Context: an optimization exercise on an open-source flow, tuned for small area and a short achievable clock period. The choices shown serve that exercise and are no tape-out recipe.
Only simulation tests tie the RTL to the original design; equivalence was not proved.

## flow/design.v (module list and top-level ports; edited modules follow where they fit)
// module CSA_3_2: 10 lines
// module BOOTH_ENC: 10 lines
// module HA_2_2: 9 lines
// module CPA_32: 267 lines
// module conv1d: 2077 lines
module conv1d (
    input clk,
    input rst_n,
    input w_valid,
    input [47:0] w_in,
    input [15:0] x,
    input [15:0] b,
    output [31:0] y
);
  // ...
==> flow/flow/run.sh <==
#!/bin/bash
# The standard layout (the standard.sh, unchanged), with plain buf_1
# cells as the port buffers instead of the delay buffers that ORFS's
# buffer_ports picks by default.  standard.sh's full output goes to
# standard.log; ORFS writes each step's log under orfs/logs/.
export BUFFER_PORTS_ARGS="-buffer_cell sky130_fd_sc_hd__buf_1"
bash standard.sh > standard.log 2>&1
==> flow/standard.sh <==
#!/bin/bash
# synth_recipe.tcl (not shown) runs the flow's synth.tcl, then flattens the netlist and writes it again
# the make line also repeats each setting of config.mk as NAME=value (left out here)
make -C /OpenROAD-flow-scripts/flow DESIGN_CONFIG=/design/flow/config.mk WORK_HOME=/design/flow/orfs CLKGATE_MAP_FILE= SYNTH_SCRIPT=/design/flow/synth_recipe.tcl "${@:-finish}"
==> flow/config.mk <==
export PLATFORM = sky130hd
export DESIGN_NAME = conv1d
export DESIGN_NICKNAME = conv1d
export VERILOG_FILES = /design/flow/design.v
export SDC_FILE = /design/flow/constraint.sdc
export NUM_CORES = 4
export LEC_CHECK = 0
export CAP_MARGIN = 70
export CORE_MARGIN = 2
export CORE_UTILIZATION = 65
export PLACE_DENSITY = 0.75
export SETUP_SLACK_MARGIN = 5
export SLEW_MARGIN = 70
export SYNTH_HIERARCHICAL = 1
export SYNTH_MINIMUM_KEEP_SIZE = 0
==> flow/constraint.sdc <==
create_clock -name core_clock -period 10.0 [get_ports {clk}]
set_input_delay 2.0000 -clock core_clock [delete_from_list [all_inputs] [get_ports {clk}]]
set_output_delay 2.0000 -clock core_clock [all_outputs]
set_load 0.01 [all_outputs]
==> run_results.csv, run 1 <==
group,metric,value,unit
outcome,run_status,"timing/DRC/antenna clean",
logic_synthesis,synth_compound_area_share,15.6,%
route,vias_per_cell,6.57,
logic_synthesis,seq_area_frac_synth,33.6,%
cells_and_area,seqCellArea,0.0107,mm^2
route,dr.max_layer_used,"met4",
clocking,cts_max_path_buffers,3,
critical_path,worst_setup_path_start_kind,"register",
global_route,use_met3,5.03,%
cells_and_area,multi_input_area,0.0200,mm^2
placed_design,dp_hpwl,55100,um
logic_synthesis,yosys.area_share.simple,3.63,%
logic_synthesis,yosysTopAreaCell,"dfrtp_1",
timing,min_period,4180,ps
critical_path,path_buf_inv,1,
route,wl_per_cell,24.2,um
hold_path,holdPathStages,0,
cells_and_area,multi_input_area_share,57.7,%
timing,setup_slack,5820,ps
placed_design,gp_congestion,0.993,
die,die_h,224,um
logic_synthesis,synth_top_family_by_area,"adder cells",
logic_synthesis,syn_area,0.0316,mm^2
cells_and_area,drive_gt1_share,12.9,%
route,wl_met1,30600,um
cells_and_area,mostFrequentLayoutCell,"xnor2_1",
critical_path,crit_required,10520,ps
clocking,htreeDepth,2,
logic_synthesis,ys_ff_latch,426,
cells_and_area,fin_util,72.5,%
logic_synthesis,synth_edf_count,0,
critical_path,worstRegToRegCells,12,
logic_synthesis,synthCells,2644,
die,core_area,0.0478,mm^2
critical_path,path_cells,"buf_8, fa_1, fa_1, fa_1, ha_1, nand2_1, o32ai_1, nor2_1, o311ai_4, a41oi_2, o31ai_1, xor2_1",
global_route,use_met2,56.2,%
cells_and_area,clk_share,5.04,%
==> run 2: changes to the inputs <==
--- a/flow/design.v
+++ b/flow/design.v
@@ -396,3 +396,63 @@
   reg ac0_30;
-  reg [31:0] a2;
+  reg a20_0;
+  reg a21_0;
+  reg a20_1;
+  reg a21_1;
+  reg a20_2;
+  reg a21_2;
+  reg a20_3;
+  reg a21_3;
+  reg a20_4;
+  reg a21_4;
+  reg a20_5;
+  reg a21_5;
+  reg a20_6;
+  reg a21_6;
+  reg a20_7;
+  reg a21_7;
+  reg a20_8;
+  reg a21_8;
+  reg a20_9;
+  reg a21_9;
+  reg a20_10;
+  reg a21_10;
+  reg a20_11;
+  reg a21_11;
+  reg a20_12;
+  reg a21_12;
+  reg a20_13;
+  reg a21_13;
+  reg a20_14;
+  reg a21_14;
+  reg a20_15;
+  reg a21_15;
+  reg a20_16;
+  reg a21_16;
+  reg a20_17;
+  reg a21_17;
+  reg a20_18;
+  reg a21_18;
+  reg a20_19;
+  reg a21_19;
+  reg a20_20;
+  reg a21_20;
+  reg a20_21;
+  reg a21_21;
+  reg a20_22;
+  reg a21_22;
+  reg a20_23;
+  reg a21_23;
+  reg a20_24;
+  reg a21_24;
+  reg a20_25;
+  reg a21_25;
+  reg a20_26;
+  reg a21_26;
+  reg a20_27;
+  reg a21_27;
+  reg a20_28;
+  reg a21_28;
+  reg a20_29;
+  reg a21_29;
+  reg a20_30;
   reg bc0_0;
@@ -460,3 +520,2 @@
   reg bc0_31;
-  reg bc1_31;
   reg sc0_0;
@@ -990,4 +1049,2 @@
   HA_2_2 u_m0_374 (.a(m0_118), .b(m0_133), .cout(m0_375), .sum(m0_374));
-  wire [31:0] a_s;
-  CPA_32 u_cpa_a (.a({1'b0, ac0_30, ac0_29, ac0_28, ac0_27, ac0_26, ac0_25, ac0_24, ac0_23, ac0_22, ac0_21, ac0_20, ac0_19, ac0_18, ac0_17, ac0_16, ac0_15, ac0_14, ac0_13, ac0_12, ac0_11, ac0_10, ac0_9, ac0_8, ac0_7, ac0_6, ac0_5, ac0_4, ac0_3, ac0_2, ac0_1, ac0_0}), .b({1'b0, 1'b0, ac1_29, ac1_28, ac1_27, ac1_26, ac1_25, ac1_24, ac1_23, ac1_22, ac1_21, ac1_20, ac1_19, ac1_18, ac1_17, ac1_16, ac1_15, ac1_14, ac1_13, ac1_12, ac1_11, ac1_10, ac1_9, ac1_8, ac1_7, ac1_6, ac1_5, ac1_4, ac1_3, ac1_2, ac1_1, ac1_0}), .s(a_s));
   wire m1_0 = (w1[0] & done[0]) ^ dneg[0];
@@ -1129,275 +1186,335 @@
   wire m1_136, m1_137;
-  HA_2_2 u_m1_136 (.a(a2[14]), .b(dneg[7]), .cout(m1_137), .sum(m1_136));
+  HA_2_2 u_m1_136 (.a(a20_12), .b(a21_12), .cout(m1_137), .sum(m1_136));
   wire m1_138, m1_139;
-  HA_2_2 u_m1_138 (.a(a2[15]), .b(m1_105), .cout(m1_139), .sum(m1_138));
+  HA_2_2 u_m1_138 (.a(a20_13), .b(a21_13), .cout(m1_139), .sum(m1_138));
   wire m1_140, m1_141;
-  HA_2_2 u_m1_140 (.a(a2[16]), .b(m1_106), .cout(m1_141), .sum(m1_140));
+  CSA_3_2 u_m1_140 (.a(a20_14), .b(a21_14), .cin(dneg[7]), .cout(m1_141), .sum(m1_140));
   wire m1_142, m1_143;
-  HA_2_2 u_m1_142 (.a(a2[8]), .b(dneg[4]), .cout(m1_143), .sum(m1_142));
+  HA_2_2 u_m1_142 (.a(m1_104), .b(m1_119), .cout(m1_143), .sum(m1_142));
   wire m1_144, m1_145;
-  HA_2_2 u_m1_144 (.a(a2[9]), .b(m1_24), .cout(m1_145), .sum(m1_144));
+  CSA_3_2 u_m1_144 (.a(a20_15), .b(a21_15), .cin(m1_105), .cout(m1_145), .sum(m1_144));
   wire m1_146, m1_147;
-  CSA_3_2 u_m1_146 (.a(a2[10]), .b(dneg[5]), .cin(m1_10), .cout(m1_147), .sum(m1_146));
+  HA_2_2 u_m1_146 (.a(m1_120), .b(m1_15), .cout(m1_147), .sum(m1_146));
   wire m1_148, m1_149;
-  HA_2_2 u_m1_148 (.a(m1_25), .b(m1_40), .cout(m1_149), .sum(m1_148));
+  CSA_3_2 u_m1_148 (.a(a20_16), .b(a21_16), .cin(m1_106), .cout(m1_149), .sum(m1_148));
   wire m1_150, m1_151;
-  CSA_3_2 u_m1_150 (.a(a2[11]), .b(m1_11), .cin(m1_26), .cout(m1_151), .sum(m1_150));
+  HA_2_2 u_m1_150 (.a(m1_121), .b(m1_16), .cout(m1_151), .sum(m1_150));
   wire m1_152, m1_153;
-  HA_2_2 u_m1_152 (.a(m1_41), .b(m1_56), .cout(m1_153), .sum(m1_152));
+  CSA_3_2 u_m1_152 (.a(a20_17), .b(a21_17), .cin(m1_107), .cout(m1_153), .sum(m1_152));
   wire m1_154, m1_155;
-  CSA_3_2 u_m1_154 (.a(a2[12]), .b(dneg[6]), .cin(m1_102), .cout(m1_155), .sum(m1_154));
+  HA_2_2 u_m1_154 (.a(a20_18), .b(a21_18), .cout(m1_155), .sum(m1_154));
   wire m1_156, m1_157;
-  CSA_3_2 u_m1_156 (.a(m1_12), .b(m1_27), .cin(m1_42), .cout(m1_157), .sum(m1_156));
+  HA_2_2 u_m1_156 (.a(a20_6), .b(a21_6), .cout(m1_157), .sum(m1_156));
   wire m1_158, m1_159;
-  HA_2_2 u_m1_158 (.a(m1_57), .b(m1_72), .cout(m1_159), .sum(m1_158));
+  HA_2_2 u_m1_158 (.a(a20_7), .b(a21_7), .cout(m1_159), .sum(m1_158));
   wire m1_160, m1_161;
-  CSA_3_2 u_m1_160 (.a(a2[13]), .b(m1_103), .cin(m1_13), .cout(m1_161), .sum(m1_160));
+  CSA_3_2 u_m1_160 (.a(a20_8), .b(a21_8), .cin(dneg[4]), .cout(m1_161), .sum(m1_160));
   wire m1_162, m1_163;
-  CSA_3_2 u_m1_162 (.a(m1_28), .b(m1_43), .cin(m1_58), .cout(m1_163), .sum(m1_162));
+  HA_2_2 u_m1_162 (.a(m1_23), .b(m1_38), .cout(m1_163), .sum(m1_162));
   wire m1_164, m1_165;
-  HA_2_2 u_m1_164 (.a(m1_73), .b(m1_88), .cout(m1_165), .sum(m1_164));
+  CSA_3_2 u_m1_164 (.a(a20_9), .b(a21_9), .cin(m1_24), .cout(m1_165), .sum(m1_164));
   wire m1_166, m1_167;
-  CSA_3_2 u_m1_166 (.a(m1_136), .b(m1_104), .cin(m1_119), .cout(m1_167), .sum(m1_166));
+  HA_2_2 u_m1_166 (.a(m1_39), .b(m1_54), .cout(m1_167), .sum(m1_166));
   wire m1_168, m1_169;
-  CSA_3_2 u_m1_168 (.a(m1_14), .b(m1_29), .cin(m1_44), .cout(m1_169), .sum(m1_168));
+  CSA_3_2 u_m1_168 (.a(a20_10), .b(a21_10), .cin(dneg[5]), .cout(m1_169), .sum(m1_168));
   wire m1_170, m1_171;
-  CSA_3_2 u_m1_170 (.a(m1_59), .b(m1_74), .cin(m1_89), .cout(m1_171), .sum(m1_170));
+  CSA_3_2 u_m1_170 (.a(m1_10), .b(m1_25), .cin(m1_40), .cout(m1_171), .sum(m1_170));
   wire m1_172, m1_173;
-  CSA_3_2 u_m1_172 (.a(m1_137), .b(m1_120), .cin(m1_15), .cout(m1_173), .sum(m1_172));
+  HA_2_2 u_m1_172 (.a(m1_55), .b(m1_70), .cout(m1_173), .sum(m1_172));
   wire m1_174, m1_175;
-  CSA_3_2 u_m1_174 (.a(m1_30), .b(m1_45), .cin(m1_60), .cout(m1_175), .sum(m1_174));
+  CSA_3_2 u_m1_174 (.a(a20_11), .b(a21_11), .cin(m1_11), .cout(m1_175), .sum(m1_174));
   wire m1_176, m1_177;
-  CSA_3_2 u_m1_176 (.a(m1_75), .b(m1_90), .cin(m1_138), .cout(m1_177), .sum(m1_176));
+  CSA_3_2 u_m1_176 (.a(m1_26), .b(m1_41), .cin(m1_56), .cout(m1_177), .sum(m1_176));
   wire m1_178, m1_179;
-  CSA_3_2 u_m1_178 (.a(m1_121), .b(m1_16), .cin(m1_31), .cout(m1_179), .sum(m1_178));
+  HA_2_2 u_m1_178 (.a(m1_71), .b(m1_86), .cout(m1_179), .sum(m1_178));
   wire m1_180, m1_181;
-  CSA_3_2 u_m1_180 (.a(m1_46), .b(m1_61), .cin(m1_76), .cout(m1_181), .sum(m1_180));
+  CSA_3_2 u_m1_180 (.a(dneg[6]), .b(m1_136), .cin(m1_102), .cout(m1_181), .sum(m1_180));
   wire m1_182, m1_183;
-  CSA_3_2 u_m1_182 (.a(m1_91), .b(m1_139), .cin(m1_140), .cout(m1_183), .sum(m1_182));
+  CSA_3_2 u_m1_182 (.a(m1_12), .b(m1_27), .cin(m1_42), .cout(m1_183), .sum(m1_182));
   wire m1_184, m1_185;
-  CSA_3_2 u_m1_184 (.a(a2[17]), .b(m1_107), .cin(m1_122), .cout(m1_185), .sum(m1_184));
+  CSA_3_2 u_m1_184 (.a(m1_57), .b(m1_72), .cin(m1_87), .cout(m1_185), .sum(m1_184));
   wire m1_186, m1_187;
-  CSA_3_2 u_m1_186 (.a(m1_32), .b(m1_47), .cin(m1_62), .cout(m1_187), .sum(m1_186));
+  CSA_3_2 u_m1_186 (.a(m1_137), .b(m1_138), .cin(m1_103), .cout(m1_187), .sum(m1_186));
   wire m1_188, m1_189;
-  CSA_3_2 u_m1_188 (.a(m1_77), .b(m1_92), .cin(m1_141), .cout(m1_189), .sum(m1_188));
+  CSA_3_2 u_m1_188 (.a(m1_13), .b(m1_28), .cin(m1_43), .cout(m1_189), .sum(m1_188));
   wire m1_190, m1_191;
-  CSA_3_2 u_m1_190 (.a(a2[18]), .b(m1_108), .cin(m1_123), .cout(m1_191), .sum(m1_190));
+  CSA_3_2 u_m1_190 (.a(m1_58), .b(m1_73), .cin(m1_88), .cout(m1_191), .sum(m1_190));
   wire m1_192, m1_193;
-  CSA_3_2 u_m1_192 (.a(m1_33), .b(m1_48), .cin(m1_63), .cout(m1_193), .sum(m1_192));
+  CSA_3_2 u_m1_192 (.a(m1_139), .b(m1_140), .cin(m1_14), .cout(m1_193), .sum(m1_192));
   wire m1_194, m1_195;
-  HA_2_2 u_m1_194 (.a(m1_78), .b(m1_93), .cout(m1_195), .sum(m1_194));
+  CSA_3_2 u_m1_194 (.a(m1_29), .b(m1_44), .cin(m1_59), .cout(m1_195), .sum(m1_194));
   wire m1_196, m1_197;
-  CSA_3_2 u_m1_196 (.a(a2[19]), .b(m1_109), .cin(m1_124), .cout(m1_197), .sum(m1_196));
+  CSA_3_2 u_m1_196 (.a(m1_74), .b(m1_89), .cin(m1_142), .cout(m1_197), .sum(m1_196));
   wire m1_198, m1_199;
-  CSA_3_2 u_m1_198 (.a(m1_49), .b(m1_64), .cin(m1_79), .cout(m1_199), .sum(m1_198));
+  CSA_3_2 u_m1_198 (.a(m1_141), .b(m1_30), .cin(m1_45), .cout(m1_199), .sum(m1_198));
   wire m1_200, m1_201;
-  CSA_3_2 u_m1_200 (.a(a2[20]), .b(m1_110), .cin(m1_125), .cout(m1_201), .sum(m1_200));
+  CSA_3_2 u_m1_200 (.a(m1_60), .b(m1_75), .cin(m1_90), .cout(m1_201), .sum(m1_200));
   wire m1_202, m1_203;
-  HA_2_2 u_m1_202 (.a(m1_50), .b(m1_65), .cout(m1_203), .sum(m1_202));
+  CSA_3_2 u_m1_202 (.a(m1_143), .b(m1_146), .cin(m1_144), .cout(m1_203), .sum(m1_202));
   wire m1_204, m1_205;
-  CSA_3_2 u_m1_204 (.a(a2[21]), .b(m1_111), .cin(m1_126), .cout(m1_205), .sum(m1_204));
+  CSA_3_2 u_m1_204 (.a(m1_31), .b(m1_46), .cin(m1_61), .cout(m1_205), .sum(m1_204));
   wire m1_206, m1_207;
-  HA_2_2 u_m1_206 (.a(a2[22]), .b(m1_112), .cout(m1_207), .sum(m1_206));
+  CSA_3_2 u_m1_206 (.a(m1_76), .b(m1_91), .cin(m1_147), .cout(m1_207), .sum(m1_206));
   wire m1_208, m1_209;
-  HA_2_2 u_m1_208 (.a(a2[4]), .b(dneg[2]), .cout(m1_209), .sum(m1_208));
+  CSA_3_2 u_m1_208 (.a(m1_150), .b(m1_145), .cin(m1_148), .cout(m1_209), .sum(m1_208));
   wire m1_210, m1_211;
-  HA_2_2 u_m1_210 (.a(a2[5]), .b(m1_20), .cout(m1_211), .sum(m1_210));
+  CSA_3_2 u_m1_210 (.a(m1_122), .b(m1_32), .cin(m1_47), .cout(m1_211), .sum(m1_210));
   wire m1_212, m1_213;
-  CSA_3_2 u_m1_212 (.a(a2[6]), .b(dneg[3]), .cin(m1_21), .cout(m1_213), .sum(m1_212));
+  CSA_3_2 u_m1_212 (.a(m1_62), .b(m1_77), .cin(m1_92), .cout(m1_213), .sum(m1_212));
   wire m1_214, m1_215;
-  HA_2_2 u_m1_214 (.a(m1_36), .b(m1_51), .cout(m1_215), .sum(m1_214));
+  CSA_3_2 u_m1_214 (.a(m1_151), .b(m1_149), .cin(m1_152), .cout(m1_215), .sum(m1_214));
   wire m1_216, m1_217;
-  CSA_3_2 u_m1_216 (.a(a2[7]), .b(m1_22), .cin(m1_37), .cout(m1_217), .sum(m1_216));
+  CSA_3_2 u_m1_216 (.a(m1_154), .b(m1_108), .cin(m1_123), .cout(m1_217), .sum(m1_216));
   wire m1_218, m1_219;
-  HA_2_2 u_m1_218 (.a(m1_52), .b(m1_7), .cout(m1_219), .sum(m1_218));
+  CSA_3_2 u_m1_218 (.a(m1_33), .b(m1_48), .cin(m1_63), .cout(m1_219), .sum(m1_218));
   wire m1_220, m1_221;
-  CSA_3_2 u_m1_220 (.a(m1_142), .b(m1_23), .cin(m1_38), .cout(m1_221), .sum(m1_220));
+  CSA_3_2 u_m1_220 (.a(m1_78), .b(m1_93), .cin(m1_153), .cout(m1_221), .sum(m1_220));
   wire m1_222, m1_223;
-  CSA_3_2 u_m1_222 (.a(m1_53), .b(m1_68), .cin(m1_8), .cout(m1_223), .sum(m1_222));
+  CSA_3_2 u_m1_222 (.a(a20_19), .b(a21_19), .cin(m1_155), .cout(m1_223), .sum(m1_222));
   wire m1_224, m1_225;
-  CSA_3_2 u_m1_224 (.a(m1_143), .b(m1_39), .cin(m1_54), .cout(m1_225), .sum(m1_224));
+  CSA_3_2 u_m1_224 (.a(m1_109), .b(m1_124), .cin(m1_49), .cout(m1_225), .sum(m1_224));
   wire m1_226, m1_227;
-  CSA_3_2 u_m1_226 (.a(m1_69), .b(m1_9), .cin(m1_144), .cout(m1_227), .sum(m1_226));
+  CSA_3_2 u_m1_226 (.a(m1_64), .b(m1_79), .cin(m1_94), .cout(m1_227), .sum(m1_226));
   wire m1_228, m1_229;
-  CSA_3_2 u_m1_228 (.a(m1_55), .b(m1_70), .cin(m1_85), .cout(m1_229), .sum(m1_228));
+  CSA_3_2 u_m1_228 (.a(a20_20), .b(a21_20), .cin(m1_110), .cout(m1_229), .sum(m1_228));
   wire m1_230, m1_231;
-  CSA_3_2 u_m1_230 (.a(m1_145), .b(m1_148), .cin(m1_146), .cout(m1_231), .sum(m1_230));
+  CSA_3_2 u_m1_230 (.a(m1_125), .b(m1_50), .cin(m1_65), .cout(m1_231), .sum(m1_230));
   wire m1_232, m1_233;
-  CSA_3_2 u_m1_232 (.a(m1_71), .b(m1_86), .cin(m1_149), .cout(m1_233), .sum(m1_232));
+  HA_2_2 u_m1_232 (.a(m1_80), .b(m1_95), .cout(m1_233), .sum(m1_232));
   wire m1_234, m1_235;
-  CSA_3_2 u_m1_234 (.a(m1_152), .b(m1_147), .cin(m1_150), .cout(m1_235), .sum(m1_234));
+  CSA_3_2 u_m1_234 (.a(a20_21), .b(a21_21), .cin(m1_111), .cout(m1_235), .sum(m1_234));
   wire m1_236, m1_237;
-  CSA_3_2 u_m1_236 (.a(m1_87), .b(m1_153), .cin(m1_158), .cout(m1_237), .sum(m1_236));
+  CSA_3_2 u_m1_236 (.a(m1_126), .b(m1_66), .cin(m1_81), .cout(m1_237), .sum(m1_236));
   wire m1_238, m1_239;
-  CSA_3_2 u_m1_238 (.a(m1_151), .b(m1_154), .cin(m1_156), .cout(m1_239), .sum(m1_238));
+  CSA_3_2 u_m1_238 (.a(a20_22), .b(a21_22), .cin(m1_112), .cout(m1_239), .sum(m1_238));
   wire m1_240, m1_241;
-  CSA_3_2 u_m1_240 (.a(m1_159), .b(m1_164), .cin(m1_155), .cout(m1_241), .sum(m1_240));
+  HA_2_2 u_m1_240 (.a(m1_127), .b(m1_67), .cout(m1_241), .sum(m1_240));
   wire m1_242, m1_243;
-  CSA_3_2 u_m1_242 (.a(m1_157), .b(m1_160), .cin(m1_162), .cout(m1_243), .sum(m1_242));
+  CSA_3_2 u_m1_242 (.a(a20_23), .b(a21_23), .cin(m1_113), .cout(m1_243), .sum(m1_242));
   wire m1_244, m1_245;
-  CSA_3_2 u_m1_244 (.a(m1_165), .b(m1_161), .cin(m1_163), .cout(m1_245), .sum(m1_244));
+  HA_2_2 u_m1_244 (.a(a20_24), .b(a21_24), .cout(m1_245), .sum(m1_244));
   wire m1_246, m1_247;
-  CSA_3_2 u_m1_246 (.a(m1_166), .b(m1_168), .cin(m1_170), .cout(m1_247), .sum(m1_246));
+  HA_2_2 u_m1_246 (.a(a20_2), .b(a21_2), .cout(m1_247), .sum(m1_246));
   wire m1_248, m1_249;
-  CSA_3_2 u_m1_248 (.a(m1_167), .b(m1_169), .cin(m1_171), .cout(m1_249), .sum(m1_248));
+  HA_2_2 u_m1_248 (.a(a20_3), .b(a21_3), .cout(m1_249), .sum(m1_248));
   wire m1_250, m1_251;
-  CSA_3_2 u_m1_250 (.a(m1_172), .b(m1_174), .cin(m1_176), .cout(m1_251), .sum(m1_250));
+  CSA_3_2 u_m1_250 (.a(a20_4), .b(a21_4), .cin(dneg[2]), .cout(m1_251), .sum(m1_250));
   wire m1_252, m1_253;
-  CSA_3_2 u_m1_252 (.a(m1_173), .b(m1_175), .cin(m1_178), .cout(m1_253), .sum(m1_252));
+  HA_2_2 u_m1_252 (.a(m1_19), .b(m1_34), .cout(m1_253), .sum(m1_252));
   wire m1_254, m1_255;
-  CSA_3_2 u_m1_254 (.a(m1_180), .b(m1_177), .cin(m1_182), .cout(m1_255), .sum(m1_254));
+  CSA_3_2 u_m1_254 (.a(a20_5), .b(a21_5), .cin(m1_20), .cout(m1_255), .sum(m1_254));
   wire m1_256, m1_257;
-  CSA_3_2 u_m1_256 (.a(m1_179), .b(m1_181), .cin(m1_184), .cout(m1_257), .sum(m1_256));
+  HA_2_2 u_m1_256 (.a(m1_35), .b(m1_5), .cout(m1_257), .sum(m1_256));
   wire m1_258, m1_259;
-  CSA_3_2 u_m1_258 (.a(m1_186), .b(m1_183), .cin(m1_188), .cout(m1_259), .sum(m1_258));
+  CSA_3_2 u_m1_258 (.a(dneg[3]), .b(m1_156), .cin(m1_21), .cout(m1_259), .sum(m1_258));
   wire m1_260, m1_261;
-  CSA_3_2 u_m1_260 (.a(m1_194), .b(m1_185), .cin(m1_187), .cout(m1_261), .sum(m1_260));
+  CSA_3_2 u_m1_260 (.a(m1_36), .b(m1_51), .cin(m1_6), .cout(m1_261), .sum(m1_260));
   wire m1_262, m1_263;
-  CSA_3_2 u_m1_262 (.a(m1_190), .b(m1_192), .cin(m1_189), .cout(m1_263), .sum(m1_262));
+  CSA_3_2 u_m1_262 (.a(m1_157), .b(m1_158), .cin(m1_22), .cout(m1_263), .sum(m1_262));
   wire m1_264, m1_265;
-  CSA_3_2 u_m1_264 (.a(m1_94), .b(m1_195), .cin(m1_191), .cout(m1_265), .sum(m1_264));
+  CSA_3_2 u_m1_264 (.a(m1_37), .b(m1_52), .cin(m1_7), .cout(m1_265), .sum(m1_264));
   wire m1_266, m1_267;
-  CSA_3_2 u_m1_266 (.a(m1_193), .b(m1_196), .cin(m1_198), .cout(m1_267), .sum(m1_266));
+  CSA_3_2 u_m1_266 (.a(m1_159), .b(m1_160), .cin(m1_53), .cout(m1_267), .sum(m1_266));
   wire m1_268, m1_269;
-  CSA_3_2 u_m1_268 (.a(m1_80), .b(m1_95), .cin(m1_202), .cout(m1_269), .sum(m1_268));
+  CSA_3_2 u_m1_268 (.a(m1_68), .b(m1_8), .cin(m1_162), .cout(m1_269), .sum(m1_268));
   wire m1_270, m1_271;
-  CSA_3_2 u_m1_270 (.a(m1_197), .b(m1_199), .cin(m1_200), .cout(m1_271), .sum(m1_270));
+  CSA_3_2 u_m1_270 (.a(m1_161), .b(m1_69), .cin(m1_9), .cout(m1_271), .sum(m1_270));
   wire m1_272, m1_273;
-  CSA_3_2 u_m1_272 (.a(m1_66), .b(m1_81), .cin(m1_96), .cout(m1_273), .sum(m1_272));
+  CSA_3_2 u_m1_272 (.a(m1_163), .b(m1_166), .cin(m1_164), .cout(m1_273), .sum(m1_272));
   wire m1_274, m1_275;
-  CSA_3_2 u_m1_274 (.a(m1_203), .b(m1_201), .cin(m1_204), .cout(m1_275), .sum(m1_274));
+  CSA_3_2 u_m1_274 (.a(m1_168), .b(m1_85), .cin(m1_167), .cout(m1_275), .sum(m1_274));
   wire m1_276, m1_277;
-  CSA_3_2 u_m1_276 (.a(m1_127), .b(m1_67), .cin(m1_82), .cout(m1_277), .sum(m1_276));
+  CSA_3_2 u_m1_276 (.a(m1_172), .b(m1_165), .cin(m1_170), .cout(m1_277), .sum(m1_276));
   wire m1_278, m1_279;
-  CSA_3_2 u_m1_278 (.a(m1_97), .b(m1_206), .cin(m1_205), .cout(m1_279), .sum(m1_278));
+  CSA_3_2 u_m1_278 (.a(m1_169), .b(m1_173), .cin(m1_178), .cout(m1_279), .sum(m1_278));
   wire m1_280, m1_281;
-  CSA_3_2 u_m1_280 (.a(a2[23]), .b(m1_113), .cin(m1_128), .cout(m1_281), .sum(m1_280));
+  CSA_3_2 u_m1_280 (.a(m1_171), .b(m1_174), .cin(m1_176), .cout(m1_281), .sum(m1_280));
   wire m1_282, m1_283;
-  CSA_3_2 u_m1_282 (.a(m1_83), .b(m1_98), .cin(m1_207), .cout(m1_283), .sum(m1_282));
+  CSA_3_2 u_m1_282 (.a(m1_179), .b(m1_175), .cin(m1_177), .cout(m1_283), .sum(m1_282));
   wire m1_284, m1_285;
-  CSA_3_2 u_m1_284 (.a(a2[24]), .b(m1_114), .cin(m1_129), .cout(m1_285), .sum(m1_284));
+  CSA_3_2 u_m1_284 (.a(m1_180), .b(m1_182), .cin(m1_184), .cout(m1_285), .sum(m1_284));
   wire m1_286, m1_287;
-  HA_2_2 u_m1_286 (.a(m1_84), .b(m1_99), .cout(m1_287), .sum(m1_286));
+  CSA_3_2 u_m1_286 (.a(m1_181), .b(m1_183), .cin(m1_185), .cout(m1_287), .sum(m1_286));
   wire m1_288, m1_289;
-  CSA_3_2 u_m1_288 (.a(a2[25]), .b(m1_100), .cin(m1_115), .cout(m1_289), .sum(m1_288));
+  CSA_3_2 u_m1_288 (.a(m1_186), .b(m1_188), .cin(m1_190), .cout(m1_289), .sum(m1_288));
   wire m1_290, m1_291;
-  HA_2_2 u_m1_290 (.a(a2[26]), .b(m1_101), .cout(m1_291), .sum(m1_290));
+  CSA_3_2 u_m1_290 (.a(m1_187), .b(m1_189), .cin(m1_191), .cout(m1_291), .sum(m1_290));
   wire m1_292, m1_293;
-  HA_2_2 u_m1_292 (.a(a2[2]), .b(dneg[1]), .cout(m1_293), .sum(m1_292));
+  CSA_3_2 u_m1_292 (.a(m1_192), .b(m1_194), .cin(m1_196), .cout(m1_293), .sum(m1_292));
   wire m1_294, m1_295;
-  HA_2_2 u_m1_294 (.a(a2[3]), .b(m1_18), .cout(m1_295), .sum(m1_294));
+  CSA_3_2 u_m1_294 (.a(m1_193), .b(m1_195), .cin(m1_198), .cout(m1_295), .sum(m1_294));
   wire m1_296, m1_297;
-  CSA_3_2 u_m1_296 (.a(m1_208), .b(m1_19), .cin(m1_34), .cout(m1_297), .sum(m1_296));
+  CSA_3_2 u_m1_296 (.a(m1_200), .b(m1_197), .cin(m1_202), .cout(m1_297), .sum(m1_296));
   wire m1_298, m1_299;
-  CSA_3_2 u_m1_298 (.a(m1_209), .b(m1_35), .cin(m1_5), .cout(m1_299), .sum(m1_298));
+  CSA_3_2 u_m1_298 (.a(m1_199), .b(m1_201), .cin(m1_204), .cout(m1_299), .sum(m1_298));
   wire m1_300, m1_301;
-  CSA_3_2 u_m1_300 (.a(m1_6), .b(m1_211), .cin(m1_214), .cout(m1_301), .sum(m1_300));
+  CSA_3_2 u_m1_300 (.a(m1_206), .b(m1_203), .cin(m1_208), .cout(m1_301), .sum(m1_300));
   wire m1_302, m1_303;
-  CSA_3_2 u_m1_302 (.a(m1_215), .b(m1_218), .cin(m1_213), .cout(m1_303), .sum(m1_302));
+  CSA_3_2 u_m1_302 (.a(m1_205), .b(m1_210), .cin(m1_212), .cout(m1_303), .sum(m1_302));
   wire m1_304, m1_305;
-  CSA_3_2 u_m1_304 (.a(m1_219), .b(m1_217), .cin(m1_220), .cout(m1_305), .sum(m1_304));
+  CSA_3_2 u_m1_304 (.a(m1_207), .b(m1_209), .cin(m1_214), .cout(m1_305), .sum(m1_304));
   wire m1_306, m1_307;
-  CSA_3_2 u_m1_306 (.a(m1_221), .b(m1_223), .cin(m1_224), .cout(m1_307), .sum(m1_306));
+  CSA_3_2 u_m1_306 (.a(m1_211), .b(m1_213), .cin(m1_216), .cout(m1_307), .sum(m1_306));
   wire m1_308, m1_309;
-  CSA_3_2 u_m1_308 (.a(m1_225), .b(m1_228), .cin(m1_227), .cout(m1_309), .sum(m1_308));
+  CSA_3_2 u_m1_308 (.a(m1_218), .b(m1_215), .cin(m1_220), .cout(m1_309), .sum(m1_308));
   wire m1_310, m1_311;
-  CSA_3_2 u_m1_310 (.a(m1_229), .b(m1_232), .cin(m1_231), .cout(m1_311), .sum(m1_310));
+  CSA_3_2 u_m1_310 (.a(m1_222), .b(m1_217), .cin(m1_219), .cout(m1_311), .sum(m1_310));
   wire m1_312, m1_313;
-  CSA_3_2 u_m1_312 (.a(m1_233), .b(m1_236), .cin(m1_235), .cout(m1_313), .sum(m1_312));
+  CSA_3_2 u_m1_312 (.a(m1_224), .b(m1_226), .cin(m1_221), .cout(m1_313), .sum(m1_312));
   wire m1_314, m1_315;
-  CSA_3_2 u_m1_314 (.a(m1_237), .b(m1_239), .cin(m1_240), .cout(m1_315), .sum(m1_314));
+  CSA_3_2 u_m1_314 (.a(m1_223), .b(m1_232), .cin(m1_225), .cout(m1_315), .sum(m1_314));
   wire m1_316, m1_317;
-  CSA_3_2 u_m1_316 (.a(m1_241), .b(m1_243), .cin(m1_244), .cout(m1_317), .sum(m1_316));
+  CSA_3_2 u_m1_316 (.a(m1_227), .b(m1_228), .cin(m1_230), .cout(m1_317), .sum(m1_316));
   wire m1_318, m1_319;
-  CSA_3_2 u_m1_318 (.a(m1_245), .b(m1_247), .cin(m1_248), .cout(m1_319), .sum(m1_318));
+  CSA_3_2 u_m1_318 (.a(m1_96), .b(m1_233), .cin(m1_229), .cout(m1_319), .sum(m1_318));
   wire m1_320, m1_321;
-  CSA_3_2 u_m1_320 (.a(m1_249), .b(m1_252), .cin(m1_251), .cout(m1_321), .sum(m1_320));
+  CSA_3_2 u_m1_320 (.a(m1_231), .b(m1_234), .cin(m1_236), .cout(m1_321), .sum(m1_320));
   wire m1_322, m1_323;
-  CSA_3_2 u_m1_322 (.a(m1_253), .b(m1_256), .cin(m1_255), .cout(m1_323), .sum(m1_322));
+  CSA_3_2 u_m1_322 (.a(m1_82), .b(m1_97), .cin(m1_240), .cout(m1_323), .sum(m1_322));
   wire m1_324, m1_325;
-  CSA_3_2 u_m1_324 (.a(m1_257), .b(m1_260), .cin(m1_262), .cout(m1_325), .sum(m1_324));
+  CSA_3_2 u_m1_324 (.a(m1_235), .b(m1_237), .cin(m1_238), .cout(m1_325), .sum(m1_324));
   wire m1_326, m1_327;
-  CSA_3_2 u_m1_326 (.a(m1_261), .b(m1_264), .cin(m1_266), .cout(m1_327), .sum(m1_326));
+  CSA_3_2 u_m1_326 (.a(m1_128), .b(m1_83), .cin(m1_98), .cout(m1_327), .sum(m1_326));
   wire m1_328, m1_329;
-  CSA_3_2 u_m1_328 (.a(m1_268), .b(m1_265), .cin(m1_267), .cout(m1_329), .sum(m1_328));
+  CSA_3_2 u_m1_328 (.a(m1_241), .b(m1_239), .cin(m1_242), .cout(m1_329), .sum(m1_328));
   wire m1_330, m1_331;
-  CSA_3_2 u_m1_330 (.a(m1_272), .b(m1_269), .cin(m1_271), .cout(m1_331), .sum(m1_330));
+  CSA_3_2 u_m1_330 (.a(m1_244), .b(m1_114), .cin(m1_129), .cout(m1_331), .sum(m1_330));
   wire m1_332, m1_333;
-  CSA_3_2 u_m1_332 (.a(m1_273), .b(m1_276), .cin(m1_275), .cout(m1_333), .sum(m1_332));
+  CSA_3_2 u_m1_332 (.a(m1_84), .b(m1_99), .cin(m1_243), .cout(m1_333), .sum(m1_332));
   wire m1_334, m1_335;
-  CSA_3_2 u_m1_334 (.a(m1_277), .b(m1_280), .cin(m1_282), .cout(m1_335), .sum(m1_334));
+  CSA_3_2 u_m1_334 (.a(a20_25), .b(a21_25), .cin(m1_245), .cout(m1_335), .sum(m1_334));
   wire m1_336, m1_337;
-  CSA_3_2 u_m1_336 (.a(m1_286), .b(m1_281), .cin(m1_284), .cout(m1_337), .sum(m1_336));
+  CSA_3_2 u_m1_336 (.a(m1_100), .b(m1_115), .cin(m1_130), .cout(m1_337), .sum(m1_336));
   wire m1_338, m1_339;
-  CSA_3_2 u_m1_338 (.a(m1_130), .b(m1_287), .cin(m1_285), .cout(m1_339), .sum(m1_338));
+  CSA_3_2 u_m1_338 (.a(a20_26), .b(a21_26), .cin(m1_101), .cout(m1_339), .sum(m1_338));
   wire m1_340, m1_341;
-  CSA_3_2 u_m1_340 (.a(m1_116), .b(m1_131), .cin(m1_290), .cout(m1_341), .sum(m1_340));
+  HA_2_2 u_m1_340 (.a(m1_116), .b(m1_131), .cout(m1_341), .sum(m1_340));
   wire m1_342, m1_343;
-  CSA_3_2 u_m1_342 (.a(a2[27]), .b(m1_117), .cin(m1_132), .cout(m1_343), .sum(m1_342));
+  CSA_3_2 u_m1_342 (.a(a20_27), .b(a21_27), .cin(m1_117), .cout(m1_343), .sum(m1_342));
   wire m1_344, m1_345;
-  HA_2_2 u_m1_344 (.a(a2[28]), .b(m1_118), .cout(m1_345), .sum(m1_344));
+  HA_2_2 u_m1_344 (.a(a20_28), .b(a21_28), .cout(m1_345), .sum(m1_344));
   wire m1_346, m1_347;
-  HA_2_2 u_m1_346 (.a(a2[0]), .b(dneg[0]), .cout(m1_347), .sum(m1_346));
+  HA_2_2 u_m1_346 (.a(a20_0), .b(a21_0), .cout(m1_347), .sum(m1_346));
   wire m1_348, m1_349;
-  HA_2_2 u_m1_348 (.a(a2[1]), .b(m1_1), .cout(m1_349), .sum(m1_348));
+  HA_2_2 u_m1_348 (.a(a20_1), .b(a21_1), .cout(m1_349), .sum(m1_348));
   wire m1_350, m1_351;
-  CSA_3_2 u_m1_350 (.a(m1_292), .b(m1_17), .cin(m1_2), .cout(m1_351), .sum(m1_350));
+  CSA_3_2 u_m1_350 (.a(dneg[1]), .b(m1_246), .cin(m1_17), .cout(m1_351), .sum(m1_350));
   wire m1_352, m1_353;
-  CSA_3_2 u_m1_352 (.a(m1_293), .b(m1_3), .cin(m1_294), .cout(m1_353), .sum(m1_352));
+  CSA_3_2 u_m1_352 (.a(m1_247), .b(m1_248), .cin(m1_18), .cout(m1_353), .sum(m1_352));
   wire m1_354, m1_355;
-  CSA_3_2 u_m1_354 (.a(m1_4), .b(m1_295), .cin(m1_296), .cout(m1_355), .sum(m1_354));
+  CSA_3_2 u_m1_354 (.a(m1_249), .b(m1_250), .cin(m1_4), .cout(m1_355), .sum(m1_354));
   wire m1_356, m1_357;
-  CSA_3_2 u_m1_356 (.a(m1_210), .b(m1_297), .cin(m1_298), .cout(m1_357), .sum(m1_356));
+  CSA_3_2 u_m1_356 (.a(m1_251), .b(m1_253), .cin(m1_256), .cout(m1_357), .sum(m1_356));
   wire m1_358, m1_359;
-  CSA_3_2 u_m1_358 (.a(m1_299), .b(m1_212), .cin(m1_300), .cout(m1_359), .sum(m1_358));
+  CSA_3_2 u_m1_358 (.a(m1_257), .b(m1_255), .cin(m1_258), .cout(m1_359), .sum(m1_358));
   wire m1_360, m1_361;
-  CSA_3_2 u_m1_360 (.a(m1_216), .b(m1_301), .cin(m1_302), .cout(m1_361), .sum(m1_360));
+  CSA_3_2 u_m1_360 (.a(m1_259), .b(m1_261), .cin(m1_262), .cout(m1_361), .sum(m1_360));
   wire m1_362, m1_363;
-  CSA_3_2 u_m1_362 (.a(m1_222), .b(m1_303), .cin(m1_304), .cout(m1_363), .sum(m1_362));
+  CSA_3_2 u_m1_362 (.a(m1_263), .b(m1_265), .cin(m1_266), .cout(m1_363), .sum(m1_362));
   wire m1_364, m1_365;
-  CSA_3_2 u_m1_364 (.a(m1_226), .b(m1_305), .cin(m1_306), .cout(m1_365), .sum(m1_364));
+  CSA_3_2 u_m1_364 (.a(m1_267), .b(m1_270), .cin(m1_269), .cout(m1_365), .sum(m1_364));
   wire m1_366, m1_367;
-  CSA_3_2 u_m1_366 (.a(m1_307), .b(m1_230), .cin(m1_308), .cout(m1_367), .sum(m1_366));
+  CSA_3_2 u_m1_366 (.a(m1_271), .b(m1_274), .cin(m1_273), .cout(m1_367), .sum(m1_366));
   wire m1_368, m1_369;
-  CSA_3_2 u_m1_368 (.a(m1_234), .b(m1_309), .cin(m1_310), .cout(m1_369), .sum(m1_368));
+  CSA_3_2 u_m1_368 (.a(m1_275), .b(m1_278), .cin(m1_277), .cout(m1_369), .sum(m1_368));
   wire m1_370, m1_371;
-  CSA_3_2 u_m1_370 (.a(m1_238), .b(m1_311), .cin(m1_312), .cout(m1_371), .sum(m1_370));
+  CSA_3_2 u_m1_370 (.a(m1_279), .b(m1_281), .cin(m1_282), .cout(m1_371), .sum(m1_370));
   wire m1_372, m1_373;
-  CSA_3_2 u_m1_372 (.a(m1_242), .b(m1_313), .cin(m1_314), .cout(m1_373), .sum(m1_372));
+  CSA_3_2 u_m1_372 (.a(m1_283), .b(m1_285), .cin(m1_286), .cout(m1_373), .sum(m1_372));
   wire m1_374, m1_375;
-  CSA_3_2 u_m1_374 (.a(m1_246), .b(m1_315), .cin(m1_316), .cout(m1_375), .sum(m1_374));
+  CSA_3_2 u_m1_374 (.a(m1_287), .b(m1_289), .cin(m1_290), .cout(m1_375), .sum(m1_374));
   wire m1_376, m1_377;
-  CSA_3_2 u_m1_376 (.a(m1_250), .b(m1_317), .cin(m1_318), .cout(m1_377), .sum(m1_376));
+  CSA_3_2 u_m1_376 (.a(m1_291), .b(m1_294), .cin(m1_293), .cout(m1_377), .sum(m1_376));
   wire m1_378, m1_379;
-  CSA_3_2 u_m1_378 (.a(m1_254), .b(m1_319), .cin(m1_320), .cout(m1_379), .sum(m1_378));
+  CSA_3_2 u_m1_378 (.a(m1_295), .b(m1_298), .cin(m1_297), .cout(m1_379), .sum(m1_378));
   wire m1_380, m1_381;
-  CSA_3_2 u_m1_380 (.a(m1_258), .b(m1_321), .cin(m1_322), .cout(m1_381), .sum(m1_380));
+  CSA_3_2 u_m1_380 (.a(m1_299), .b(m1_302), .cin(m1_301), .cout(m1_381), .sum(m1_380));
   wire m1_382, m1_383;
-  CSA_3_2 u_m1_382 (.a(m1_259), .b(m1_323), .cin(m1_324), .cout(m1_383), .sum(m1_382));
+  CSA_3_2 u_m1_382 (.a(m1_303), .b(m1_306), .cin(m1_305), .cout(m1_383), .sum(m1_382));
   wire m1_384, m1_385;
-  CSA_3_2 u_m1_384 (.a(m1_263), .b(m1_326), .cin(m1_325), .cout(m1_385), .sum(m1_384));
+  CSA_3_2 u_m1_384 (.a(m1_307), .b(m1_310), .cin(m1_309), .cout(m1_385), .sum(m1_384));
   wire m1_386, m1_387;
-  CSA_3_2 u_m1_386 (.a(m1_270), .b(m1_327), .cin(m1_328), .cout(m1_387), .sum(m1_386));
+  CSA_3_2 u_m1_386 (.a(m1_311), .b(m1_314), .cin(m1_316), .cout(m1_387), .sum(m1_386));
   wire m1_388, m1_389;
-  CSA_3_2 u_m1_388 (.a(m1_274), .b(m1_329), .cin(m1_330), .cout(m1_389), .sum(m1_388));
+  CSA_3_2 u_m1_388 (.a(m1_315), .b(m1_317), .cin(m1_318), .cout(m1_389), .sum(m1_388));
   wire m1_390, m1_391;
-  CSA_3_2 u_m1_390 (.a(m1_278), .b(m1_331), .cin(m1_332), .cout(m1_391), .sum(m1_390));
+  CSA_3_2 u_m1_390 (.a(m1_322), .b(m1_319), .cin(m1_321), .cout(m1_391), .sum(m1_390));
   wire m1_392, m1_393;
-  CSA_3_2 u_m1_392 (.a(m1_279), .b(m1_334), .cin(m1_333), .cout(m1_393), .sum(m1_392));
+  CSA_3_2 u_m1_392 (.a(m1_326), .b(m1_323), .cin(m1_325), .cout(m1_393), .sum(m1_392));
   wire m1_394, m1_395;
-  CSA_3_2 u_m1_394 (.a(m1_283), .b(m1_336), .cin(m1_335), .cout(m1_395), .sum(m1_394));
+  CSA_3_2 u_m1_394 (.a(m1_327), .b(m1_330), .cin(m1_329), .cout(m1_395), .sum(m1_394));
   wire m1_396, m1_397;
-  CSA_3_2 u_m1_396 (.a(m1_288), .b(m1_337), .cin(m1_338), .cout(m1_397), .sum(m1_396));
+  CSA_3_2 u_m1_396 (.a(m1_334), .b(m1_331), .cin(m1_336), .cout(m1_397), .sum(m1_396));
   wire m1_398, m1_399;
-  CSA_3_2 u_m1_398 (.a(m1_289), .b(m1_340), .cin(m1_339), .cout(m1_399), .sum(m1_398));
+  CSA_3_2 u_m1_398 (.a(m1_335), .b(m1_340), .cin(m1_337), .cout(m1_399), .sum(m1_398));
   wire m1_400, m1_401;
-  CSA_3_2 u_m1_400 (.a(m1_291), .b(m1_342), .cin(m1_341), .cout(m1_401), .sum(m1_400));
+  CSA_3_2 u_m1_400 (.a(m1_132), .b(m1_341), .cin(m1_339), .cout(m1_401), .sum(m1_400));
   wire m1_402, m1_403;
-  CSA_3_2 u_m1_402 (.a(m1_133), .b(m1_344), .cin(m1_343), .cout(m1_403), .sum(m1_402));
+  CSA_3_2 u_m1_402 (.a(m1_344), .b(m1_118), .cin(m1_133), .cout(m1_403), .sum(m1_402));
   wire m1_404, m1_405;
-  CSA_3_2 u_m1_404 (.a(a2[29]), .b(m1_134), .cin(m1_345), .cout(m1_405), .sum(m1_404));
+  CSA_3_2 u_m1_404 (.a(a20_29), .b(a21_29), .cin(m1_345), .cout(m1_405), .sum(m1_404));
   wire m1_406, m1_407;
-  HA_2_2 u_m1_406 (.a(a2[30]), .b(m1_135), .cout(m1_407), .sum(m1_406));
+  HA_2_2 u_m1_406 (.a(dneg[0]), .b(m1_346), .cout(m1_407), .sum(m1_406));
+  wire m1_408, m1_409;
+  CSA_3_2 u_m1_408 (.a(m1_347), .b(m1_348), .cin(m1_1), .cout(m1_409), .sum(m1_408));
+  wire m1_410, m1_411;
+  CSA_3_2 u_m1_410 (.a(m1_349), .b(m1_2), .cin(m1_350), .cout(m1_411), .sum(m1_410));
+  wire m1_412, m1_413;
+  CSA_3_2 u_m1_412 (.a(m1_3), .b(m1_351), .cin(m1_352), .cout(m1_413), .sum(m1_412));
+  wire m1_414, m1_415;
+  CSA_3_2 u_m1_414 (.a(m1_252), .b(m1_353), .cin(m1_354), .cout(m1_415), .sum(m1_414));
+  wire m1_416, m1_417;
+  CSA_3_2 u_m1_416 (.a(m1_355), .b(m1_254), .cin(m1_356), .cout(m1_417), .sum(m1_416));
+  wire m1_418, m1_419;
+  CSA_3_2 u_m1_418 (.a(m1_260), .b(m1_357), .cin(m1_358), .cout(m1_419), .sum(m1_418));
+  wire m1_420, m1_421;
+  CSA_3_2 u_m1_420 (.a(m1_264), .b(m1_359), .cin(m1_360), .cout(m1_421), .sum(m1_420));
+  wire m1_422, m1_423;
+  CSA_3_2 u_m1_422 (.a(m1_268), .b(m1_361), .cin(m1_362), .cout(m1_423), .sum(m1_422));
+  wire m1_424, m1_425;
+  CSA_3_2 u_m1_424 (.a(m1_363), .b(m1_272), .cin(m1_364), .cout(m1_425), .sum(m1_424));
+  wire m1_426, m1_427;
+  CSA_3_2 u_m1_426 (.a(m1_276), .b(m1_365), .cin(m1_366), .cout(m1_427), .sum(m1_426));
+  wire m1_428, m1_429;
+  CSA_3_2 u_m1_428 (.a(m1_280), .b(m1_367), .cin(m1_368), .cout(m1_429), .sum(m1_428));
+  wire m1_430, m1_431;
+  CSA_3_2 u_m1_430 (.a(m1_284), .b(m1_369), .cin(m1_370), .cout(m1_431), .sum(m1_430));
+  wire m1_432, m1_433;
+  CSA_3_2 u_m1_432 (.a(m1_288), .b(m1_371), .cin(m1_372), .cout(m1_433), .sum(m1_432));
+  wire m1_434, m1_435;
+  CSA_3_2 u_m1_434 (.a(m1_292), .b(m1_373), .cin(m1_374), .cout(m1_435), .sum(m1_434));
+  wire m1_436, m1_437;
+  CSA_3_2 u_m1_436 (.a(m1_375), .b(m1_296), .cin(m1_376), .cout(m1_437), .sum(m1_436));
+  wire m1_438, m1_439;
+  CSA_3_2 u_m1_438 (.a(m1_300), .b(m1_377), .cin(m1_378), .cout(m1_439), .sum(m1_438));
+  wire m1_440, m1_441;
+  CSA_3_2 u_m1_440 (.a(m1_304), .b(m1_379), .cin(m1_380), .cout(m1_441), .sum(m1_440));
+  wire m1_442, m1_443;
+  CSA_3_2 u_m1_442 (.a(m1_308), .b(m1_381), .cin(m1_382), .cout(m1_443), .sum(m1_442));
+  wire m1_444, m1_445;
+  CSA_3_2 u_m1_444 (.a(m1_312), .b(m1_383), .cin(m1_384), .cout(m1_445), .sum(m1_444));
+  wire m1_446, m1_447;
+  CSA_3_2 u_m1_446 (.a(m1_313), .b(m1_386), .cin(m1_385), .cout(m1_447), .sum(m1_446));
+  wire m1_448, m1_449;
+  CSA_3_2 u_m1_448 (.a(m1_320), .b(m1_387), .cin(m1_388), .cout(m1_449), .sum(m1_448));
+  wire m1_450, m1_451;
+  CSA_3_2 u_m1_450 (.a(m1_324), .b(m1_389), .cin(m1_390), .cout(m1_451), .sum(m1_450));
+  wire m1_452, m1_453;
+  CSA_3_2 u_m1_452 (.a(m1_328), .b(m1_391), .cin(m1_392), .cout(m1_453), .sum(m1_452));
+  wire m1_454, m1_455;
+  CSA_3_2 u_m1_454 (.a(m1_332), .b(m1_393), .cin(m1_394), .cout(m1_455), .sum(m1_454));
+  wire m1_456, m1_457;
+  CSA_3_2 u_m1_456 (.a(m1_333), .b(m1_396), .cin(m1_395), .cout(m1_457), .sum(m1_456));
+  wire m1_458, m1_459;
+  CSA_3_2 u_m1_458 (.a(m1_338), .b(m1_397), .cin(m1_398), .cout(m1_459), .sum(m1_458));
+  wire m1_460, m1_461;
+  CSA_3_2 u_m1_460 (.a(m1_342), .b(m1_399), .cin(m1_400), .cout(m1_461), .sum(m1_460));
+  wire m1_462, m1_463;
+  CSA_3_2 u_m1_462 (.a(m1_343), .b(m1_402), .cin(m1_401), .cout(m1_463), .sum(m1_462));
+  wire m1_464, m1_465;
+  CSA_3_2 u_m1_464 (.a(m1_134), .b(m1_404), .cin(m1_403), .cout(m1_465), .sum(m1_464));
+  wire m1_466, m1_467;
+  CSA_3_2 u_m1_466 (.a(a20_30), .b(m1_135), .cin(m1_405), .cout(m1_467), .sum(m1_466));
   wire [31:0] t_s;
-  CPA_32 u_cpa_t (.a({bc0_31, bc0_30, bc0_29, bc0_28, bc0_27, bc0_26, bc0_25, bc0_24, bc0_23, bc0_22, bc0_21, bc0_20, bc0_19, bc0_18, bc0_17, bc0_16, bc0_15, bc0_14, bc0_13, bc0_12, bc0_11, bc0_10, bc0_9, bc0_8, bc0_7, bc0_6, bc0_5, bc0_4, bc0_3, bc0_2, bc0_1, bc0_0}), .b({bc1_31, bc1_30, bc1_29, bc1_28, bc1_27, bc1_26, bc1_25, bc1_24, bc1_23, bc1_22, bc1_21, bc1_20, bc1_19, bc1_18, bc1_17, bc1_16, bc1_15, bc1_14, bc1_13, bc1_12, bc1_11, bc1_10, bc1_9, bc1_8, bc1_7, bc1_6, bc1_5, bc1_4, bc1_3, bc1_2, bc1_1, bc1_0}), .s(t_s));
+  CPA_32 u_cpa_t (.a({bc0_31, bc0_30, bc0_29, bc0_28, bc0_27, bc0_26, bc0_25, bc0_24, bc0_23, bc0_22, bc0_21, bc0_20, bc0_19, bc0_18, bc0_17, bc0_16, bc0_15, bc0_14, bc0_13, bc0_12, bc0_11, bc0_10, bc0_9, bc0_8, bc0_7, bc0_6, bc0_5, bc0_4, bc0_3, bc0_2, bc0_1, bc0_0}), .b({1'b0, bc1_30, bc1_29, bc1_28, bc1_27, bc1_26, bc1_25, bc1_24, bc1_23, bc1_22, bc1_21, bc1_20, bc1_19, bc1_18, bc1_17, bc1_16, bc1_15, bc1_14, bc1_13, bc1_12, bc1_11, bc1_10, bc1_9, bc1_8, bc1_7, bc1_6, bc1_5, bc1_4, bc1_3, bc1_2, bc1_1, bc1_0}), .s(t_s));
   wire [17:0] t2n = t_s[31:14] + {17'd0, x[15]};
@@ -1873,3 +1990,63 @@
       ac0_30 <= 1'b1;
-      a2 <= 32'h55560000;
+      a20_0 <= 1'b0;
+      a21_0 <= 1'b0;
+      a20_1 <= 1'b0;
+      a21_1 <= 1'b0;
+      a20_2 <= 1'b0;
+      a21_2 <= 1'b0;
+      a20_3 <= 1'b0;
+      a21_3 <= 1'b0;
+      a20_4 <= 1'b0;
+      a21_4 <= 1'b0;
+      a20_5 <= 1'b0;
+      a21_5 <= 1'b0;
+      a20_6 <= 1'b0;
+      a21_6 <= 1'b0;
+      a20_7 <= 1'b0;
+      a21_7 <= 1'b0;
+      a20_8 <= 1'b0;
+      a21_8 <= 1'b0;
+      a20_9 <= 1'b0;
+      a21_9 <= 1'b0;
+      a20_10 <= 1'b0;
+      a21_10 <= 1'b0;
+      a20_11 <= 1'b0;
+      a21_11 <= 1'b0;
+      a20_12 <= 1'b0;
+      a21_12 <= 1'b0;
+      a20_13 <= 1'b0;
+      a21_13 <= 1'b0;
+      a20_14 <= 1'b0;
+      a21_14 <= 1'b0;
+      a20_15 <= 1'b0;
+      a21_15 <= 1'b0;
+      a20_16 <= 1'b0;
+      a21_16 <= 1'b0;
+      a20_17 <= 1'b1;
+      a21_17 <= 1'b0;
+      a20_18 <= 1'b1;
+      a21_18 <= 1'b0;
+      a20_19 <= 1'b0;
+      a21_19 <= 1'b0;
+      a20_20 <= 1'b1;
+      a21_20 <= 1'b0;
+      a20_21 <= 1'b0;
+      a21_21 <= 1'b0;
+      a20_22 <= 1'b1;
+      a21_22 <= 1'b0;
+      a20_23 <= 1'b0;
+      a21_23 <= 1'b0;
+      a20_24 <= 1'b1;
+      a21_24 <= 1'b0;
+      a20_25 <= 1'b0;
+      a21_25 <= 1'b0;
+      a20_26 <= 1'b1;
+      a21_26 <= 1'b0;
+      a20_27 <= 1'b0;
+      a21_27 <= 1'b0;
+      a20_28 <= 1'b1;
+      a21_28 <= 1'b0;
+      a20_29 <= 1'b0;
+      a21_29 <= 1'b0;
+      a20_30 <= 1'b1;
       bc0_0 <= 1'b0;
@@ -1937,3 +2114,2 @@
       bc0_31 <= 1'b1;
-      bc1_31 <= 1'b0;
       sc0_0 <= 1'b0;
@@ -2153,67 +2329,126 @@
       ac0_30 <= m0_135;
-      a2 <= a_s;
-      bc0_0 <= m1_346;
-      bc1_0 <= m1_0;
-      bc0_1 <= m1_347;
-      bc1_1 <= m1_348;
-      bc0_2 <= m1_349;
-      bc1_2 <= m1_350;
-      bc0_3 <= m1_351;
-      bc1_3 <= m1_352;
-      bc0_4 <= m1_353;
-      bc1_4 <= m1_354;
-      bc0_5 <= m1_355;
-      bc1_5 <= m1_356;
-      bc0_6 <= m1_357;
-      bc1_6 <= m1_358;
-      bc0_7 <= m1_359;
-      bc1_7 <= m1_360;
-      bc0_8 <= m1_361;
-      bc1_8 <= m1_362;
-      bc0_9 <= m1_363;
-      bc1_9 <= m1_364;
-      bc0_10 <= m1_365;
-      bc1_10 <= m1_366;
-      bc0_11 <= m1_367;
-      bc1_11 <= m1_368;
-      bc0_12 <= m1_369;
-      bc1_12 <= m1_370;
-      bc0_13 <= m1_371;
-      bc1_13 <= m1_372;
-      bc0_14 <= m1_373;
-      bc1_14 <= m1_374;
-      bc0_15 <= m1_375;
-      bc1_15 <= m1_376;
-      bc0_16 <= m1_377;
-      bc1_16 <= m1_378;
-      bc0_17 <= m1_379;
-      bc1_17 <= m1_380;
-      bc0_18 <= m1_381;
-      bc1_18 <= m1_382;
-      bc0_19 <= m1_383;
-      bc1_19 <= m1_384;
-      bc0_20 <= m1_386;
-      bc1_20 <= m1_385;
-      bc0_21 <= m1_387;
-      bc1_21 <= m1_388;
-      bc0_22 <= m1_389;
-      bc1_22 <= m1_390;
-      bc0_23 <= m1_391;
-      bc1_23 <= m1_392;
-      bc0_24 <= m1_394;
-      bc1_24 <= m1_393;
-      bc0_25 <= m1_396;
-      bc1_25 <= m1_395;
-      bc0_26 <= m1_397;
-      bc1_26 <= m1_398;
-      bc0_27 <= m1_400;
-      bc1_27 <= m1_399;
-      bc0_28 <= m1_402;
-      bc1_28 <= m1_401;
-      bc0_29 <= m1_404;
-      bc1_29 <= m1_403;
-      bc0_30 <= m1_406;
-      bc1_30 <= m1_405;
-      bc0_31 <= a2[31];
-      bc1_31 <= m1_407;
+      a20_0 <= ac0_0;
+      a21_0 <= ac1_0;
+      a20_1 <= ac0_1;
+      a21_1 <= ac1_1;
+      a20_2 <= ac0_2;
+      a21_2 <= ac1_2;
+      a20_3 <= ac0_3;
+      a21_3 <= ac1_3;
+      a20_4 <= ac0_4;
+      a21_4 <= ac1_4;
+      a20_5 <= ac0_5;
+      a21_5 <= ac1_5;
+      a20_6 <= ac0_6;
+      a21_6 <= ac1_6;
+      a20_7 <= ac0_7;
+      a21_7 <= ac1_7;
+      a20_8 <= ac0_8;
+      a21_8 <= ac1_8;
+      a20_9 <= ac0_9;
+      a21_9 <= ac1_9;
+      a20_10 <= ac0_10;
+      a21_10 <= ac1_10;
+      a20_11 <= ac0_11;
+      a21_11 <= ac1_11;
+      a20_12 <= ac0_12;
+      a21_12 <= ac1_12;
+      a20_13 <= ac0_13;
+      a21_13 <= ac1_13;
+      a20_14 <= ac0_14;
+      a21_14 <= ac1_14;
+      a20_15 <= ac0_15;
+      a21_15 <= ac1_15;
+      a20_16 <= ac0_16;
+      a21_16 <= ac1_16;
+      a20_17 <= ac0_17;
+      a21_17 <= ac1_17;
+      a20_18 <= ac0_18;
+      a21_18 <= ac1_18;
+      a20_19 <= ac0_19;
+      a21_19 <= ac1_19;
+      a20_20 <= ac0_20;
+      a21_20 <= ac1_20;
+      a20_21 <= ac0_21;
+      a21_21 <= ac1_21;
+      a20_22 <= ac0_22;
+      a21_22 <= ac1_22;
+      a20_23 <= ac0_23;
+      a21_23 <= ac1_23;
+      a20_24 <= ac0_24;
+      a21_24 <= ac1_24;
+      a20_25 <= ac0_25;
+      a21_25 <= ac1_25;
+      a20_26 <= ac0_26;
+      a21_26 <= ac1_26;
+      a20_27 <= ac0_27;
+      a21_27 <= ac1_27;
+      a20_28 <= ac0_28;
+      a21_28 <= ac1_28;
+      a20_29 <= ac0_29;
+      a21_29 <= ac1_29;
+      a20_30 <= ac0_30;
+      bc0_0 <= m1_0;
+      bc1_0 <= m1_406;
+      bc0_1 <= m1_407;
+      bc1_1 <= m1_408;
+      bc0_2 <= m1_409;
+      bc1_2 <= m1_410;
+      bc0_3 <= m1_411;
+      bc1_3 <= m1_412;
+      bc0_4 <= m1_413;
+      bc1_4 <= m1_414;
+      bc0_5 <= m1_415;
+      bc1_5 <= m1_416;
+      bc0_6 <= m1_417;
+      bc1_6 <= m1_418;
+      bc0_7 <= m1_419;
+      bc1_7 <= m1_420;
+      bc0_8 <= m1_421;
+      bc1_8 <= m1_422;
+      bc0_9 <= m1_423;
+      bc1_9 <= m1_424;
+      bc0_10 <= m1_425;
+      bc1_10 <= m1_426;
+      bc0_11 <= m1_427;
+      bc1_11 <= m1_428;
+      bc0_12 <= m1_429;
+      bc1_12 <= m1_430;
+      bc0_13 <= m1_431;
+      bc1_13 <= m1_432;
+      bc0_14 <= m1_433;
+      bc1_14 <= m1_434;
+      bc0_15 <= m1_435;
+      bc1_15 <= m1_436;
+      bc0_16 <= m1_437;
+      bc1_16 <= m1_438;
+      bc0_17 <= m1_439;
+      bc1_17 <= m1_440;
+      bc0_18 <= m1_441;
+      bc1_18 <= m1_442;
+      bc0_19 <= m1_443;
+      bc1_19 <= m1_444;
+      bc0_20 <= m1_445;
+      bc1_20 <= m1_446;
+      bc0_21 <= m1_448;
+      bc1_21 <= m1_447;
+      bc0_22 <= m1_449;
+      bc1_22 <= m1_450;
+      bc0_23 <= m1_451;
+      bc1_23 <= m1_452;
+      bc0_24 <= m1_453;
+      bc1_24 <= m1_454;
+      bc0_25 <= m1_455;
+      bc1_25 <= m1_456;
+      bc0_26 <= m1_458;
+      bc1_26 <= m1_457;
+      bc0_27 <= m1_459;
+      bc1_27 <= m1_460;
+      bc0_28 <= m1_461;
+      bc1_28 <= m1_462;
+      bc0_29 <= m1_464;
+      bc1_29 <= m1_463;
+      bc0_30 <= m1_466;
+      bc1_30 <= m1_465;
+      bc0_31 <= m1_467;
       sc0_0 <= nneg[0];
==> run_results.csv, run 2 <==
group,metric,value,unit
outcome,run_status,"timing/DRC/antenna clean",
placed_design,dp_hpwl,54100,um
timing,finalSetupTns,0,ps
die,num_io_pins,115,
cells_and_area,n_fill_cell,3172,
timing,skew,33.1,ps
route,drc,0,
global_route,grt_busiest_layer,"met2",
route,postRouteAntennaNets,0,
placed_design,dpl_cell_area,0.0325,mm^2
clocking,post_cts_buffers,0,
clocking,cts_root_buffer,"clkbuf_16",
critical_path,crit_required,10510,ps
logic_synthesis,synthCells,2483,
cells_and_area,mostFrequentLayoutCell,"xnor2_1",
cells_and_area,area_delta_synth_final,10.1,%
global_route,grt_use_met1,43.0,%
hold_path,hold_class,"register to register",
clocking,cts_made_buffers,50,
placed_design,gp_congestion,0.912,
placed_design,port-buffer-count,114,
clocking,htreeDepth,2,
logic_synthesis,yosys-top-cells-area,"dfrtp_1 33%, fa_1 23%, xnor2_1 12%",
timing,rsz0062_at_grt,"false",
cells_and_area,drive_gt1_share,13.1,%
logic_synthesis,yosysTopAreaCell,"dfrtp_1",
die,die_h,223,um
timing,finalHoldViolCount,0,
clocking,clk_latency,610,ps
critical_path,r2r_slack,5630,ps
clocking,clk_pin_slew,60,ps
clocking,cts_tree,"done",
global_route,use_met3,5.82,%
logic_synthesis,seq_area_frac_synth,36.2,%
placed_design,dp_cells,3051,
cells_and_area,final_nets,3063,
cells_and_area,top_register,"yr",
logic_synthesis,ys_ff_latch,454,
global_route,grt_pass1_wl,125000,um
cells_and_area,largest_reg_flops,32,
die,row_count,80,
cells_and_area,design_area,0.0344,mm^2
logic_synthesis,dominantRegCellSynth,"dfrtp_1",
critical_path,worst_setup_path_start_kind,"register",
timing,slew_violations,0,
die,core_area,0.0476,mm^2
cells_and_area,diodes,0,
global_route,grt_pass1_vias,22300,
route,vias_per_cell,6.48,
timing,fin_crit_sh,43.7,%
critical_path,path_cells,"fa_1, fa_1, fa_1, ha_1, nand4_1, nor2_1, nand3_1, nor4_2, a21oi_2, o31ai_1, xor2_1",
logic_synthesis,syn_area,0.0312,mm^2
timing,setup_viol,0,
logic_synthesis,synth_edf_count,0,
logic_synthesis,ys_types,64,
global_route,grt_max_degree,59,
critical_path,critPathSlowestCell,"fa_1",
timing,min_period,4370,ps
route,drt_iter0_drc,1775,
route,finalWirelength,78200,um
critical_path,worstSetupEndpointType,"register",
critical_path,slowest_delay,570,ps
global_route,use_met2,54.0,%
clocking,cts_sinks,454,
route,wl_per_cell,24.8,um
clocking,cts_max_path_buffers,3,
cells_and_area,reg_top3,"yr (32), br (17)",
cells_and_area,fin_cells,3149,
critical_path,critPathMaxFanout,7,
cells_and_area,mostFrequentLayoutCells,"424 x xnor2_1, 375 x dfrtp_1, 355 x fa_1, 347 x a22oi_1, 132 x ha_1",
run 2: cell families after synthesis:
family | count (synthesis) | synth area share, %
xor gates and xnor gates | 492 | 13.8
other | 1 | 0.0120
DFF | 454 | 36.2
AOI/OAI and AO/OA | 576 | 13.7
adders and majority gates | 487 | 28.0
buffers and inverters | 243 | 3.60
and+or+nand+nor | 182 | 2.79
muxes | 48 | 1.92
run 2: stage by stage:
stage | setup slack [ps] | hold WS [ps] | utilization, %
after global routing | 5530 | 350 | 72.2
final | 5630 | 342 | 72.2
after detailed placement | 5710 | 335 | 68.3
after floorplan | 6370 | 331 | -
after CTS | 5670 | 346 | 71.9
after global placement | 5520 | 331 | 66.6
run 2: worst paths after layout:
check                      startpoint  endpoint  cells past startpoint
setup / recovery               sc1_14    yr[27]                     11
hold / removal                 ac1_18    a21_18                      0
setup reg to reg               sc1_14    yr[27]                     11
hold reg to reg                ac1_18    a21_18                      0
max in group asynchronous       rst_n    ac0_30                      6
min in group asynchronous       rst_n     yr[9]                      1
run 2: layout make-up:
type / instances / area [um^2] / area share, %
Multi-Input combinational cell: 1790 / 19000 / 55.1
Sequential cell: 454 / 11400 / 33.1
Timing Repair Buffer: 186 / 1490 / 4.33
Clock buffer: 71 / 1420 / 4.13
Tap cell: 615 / 769 / 2.24
Clock inverter: 22 / 323 / 0.938
Inverter: 11 / 41.3 / 0.120
run 2: routing by layer:
layer	vias to the layer above	wire length, um
met5	-	0
met3	250	6760
li1	8584	-
met2	1138	38100
met4	0	3230
met1	10400	30100
run 2: modules after synthesis, one instance, submodules excluded:
| module | cells | flops+latches | times used |
|---|---|---|---|
| conv1d | 1586 | 454 | 1 |
| CSA_3_2 | 1 | 0 | 353 |
| HA_2_2 | 1 | 0 | 66 |
| CPA_32 | 219 | 0 | 2 |
| BOOTH_ENC | 5 | 0 | 8 |
run 2: critical path, delay by kind of cell, from the launching register on:
kind	cells	cell delay [ps]
xor+xnor	1	170
flops	1	410
fa+ha+maj	4	1910
simple gates	4	1280
compound gates	2	500

==> separate check: timing with driven ports <==
The results above use ideal ports. As a check the final layouts listed here were re-extracted and re-timed, cells and wires unchanged. Step 1 sets driving cells, clkbuf_16 on the clock port and buf_2 on the other inputs (assumed; they add their load-dependent delay and slew). Step 2, shift: input delay + t, output delay - t, t = (earliest + latest rising clock arrival at the registers) / 2. This alone moves slack from input paths to output paths. Three values: no drivers, after step 1, after step 2; two values: the first two.
run | shift t [ns] | setup slack, ns | worst setup path after step 2 | worst slew at a driven data input, ns
run 1 | 0.657 | 5.819 / 5.819 / 5.819 | register to register | 0.06
run 2 | 0.648 | 5.631 / 5.631 / 5.631 | register to register | 0.07
After both steps setup and hold are still met in every run listed.
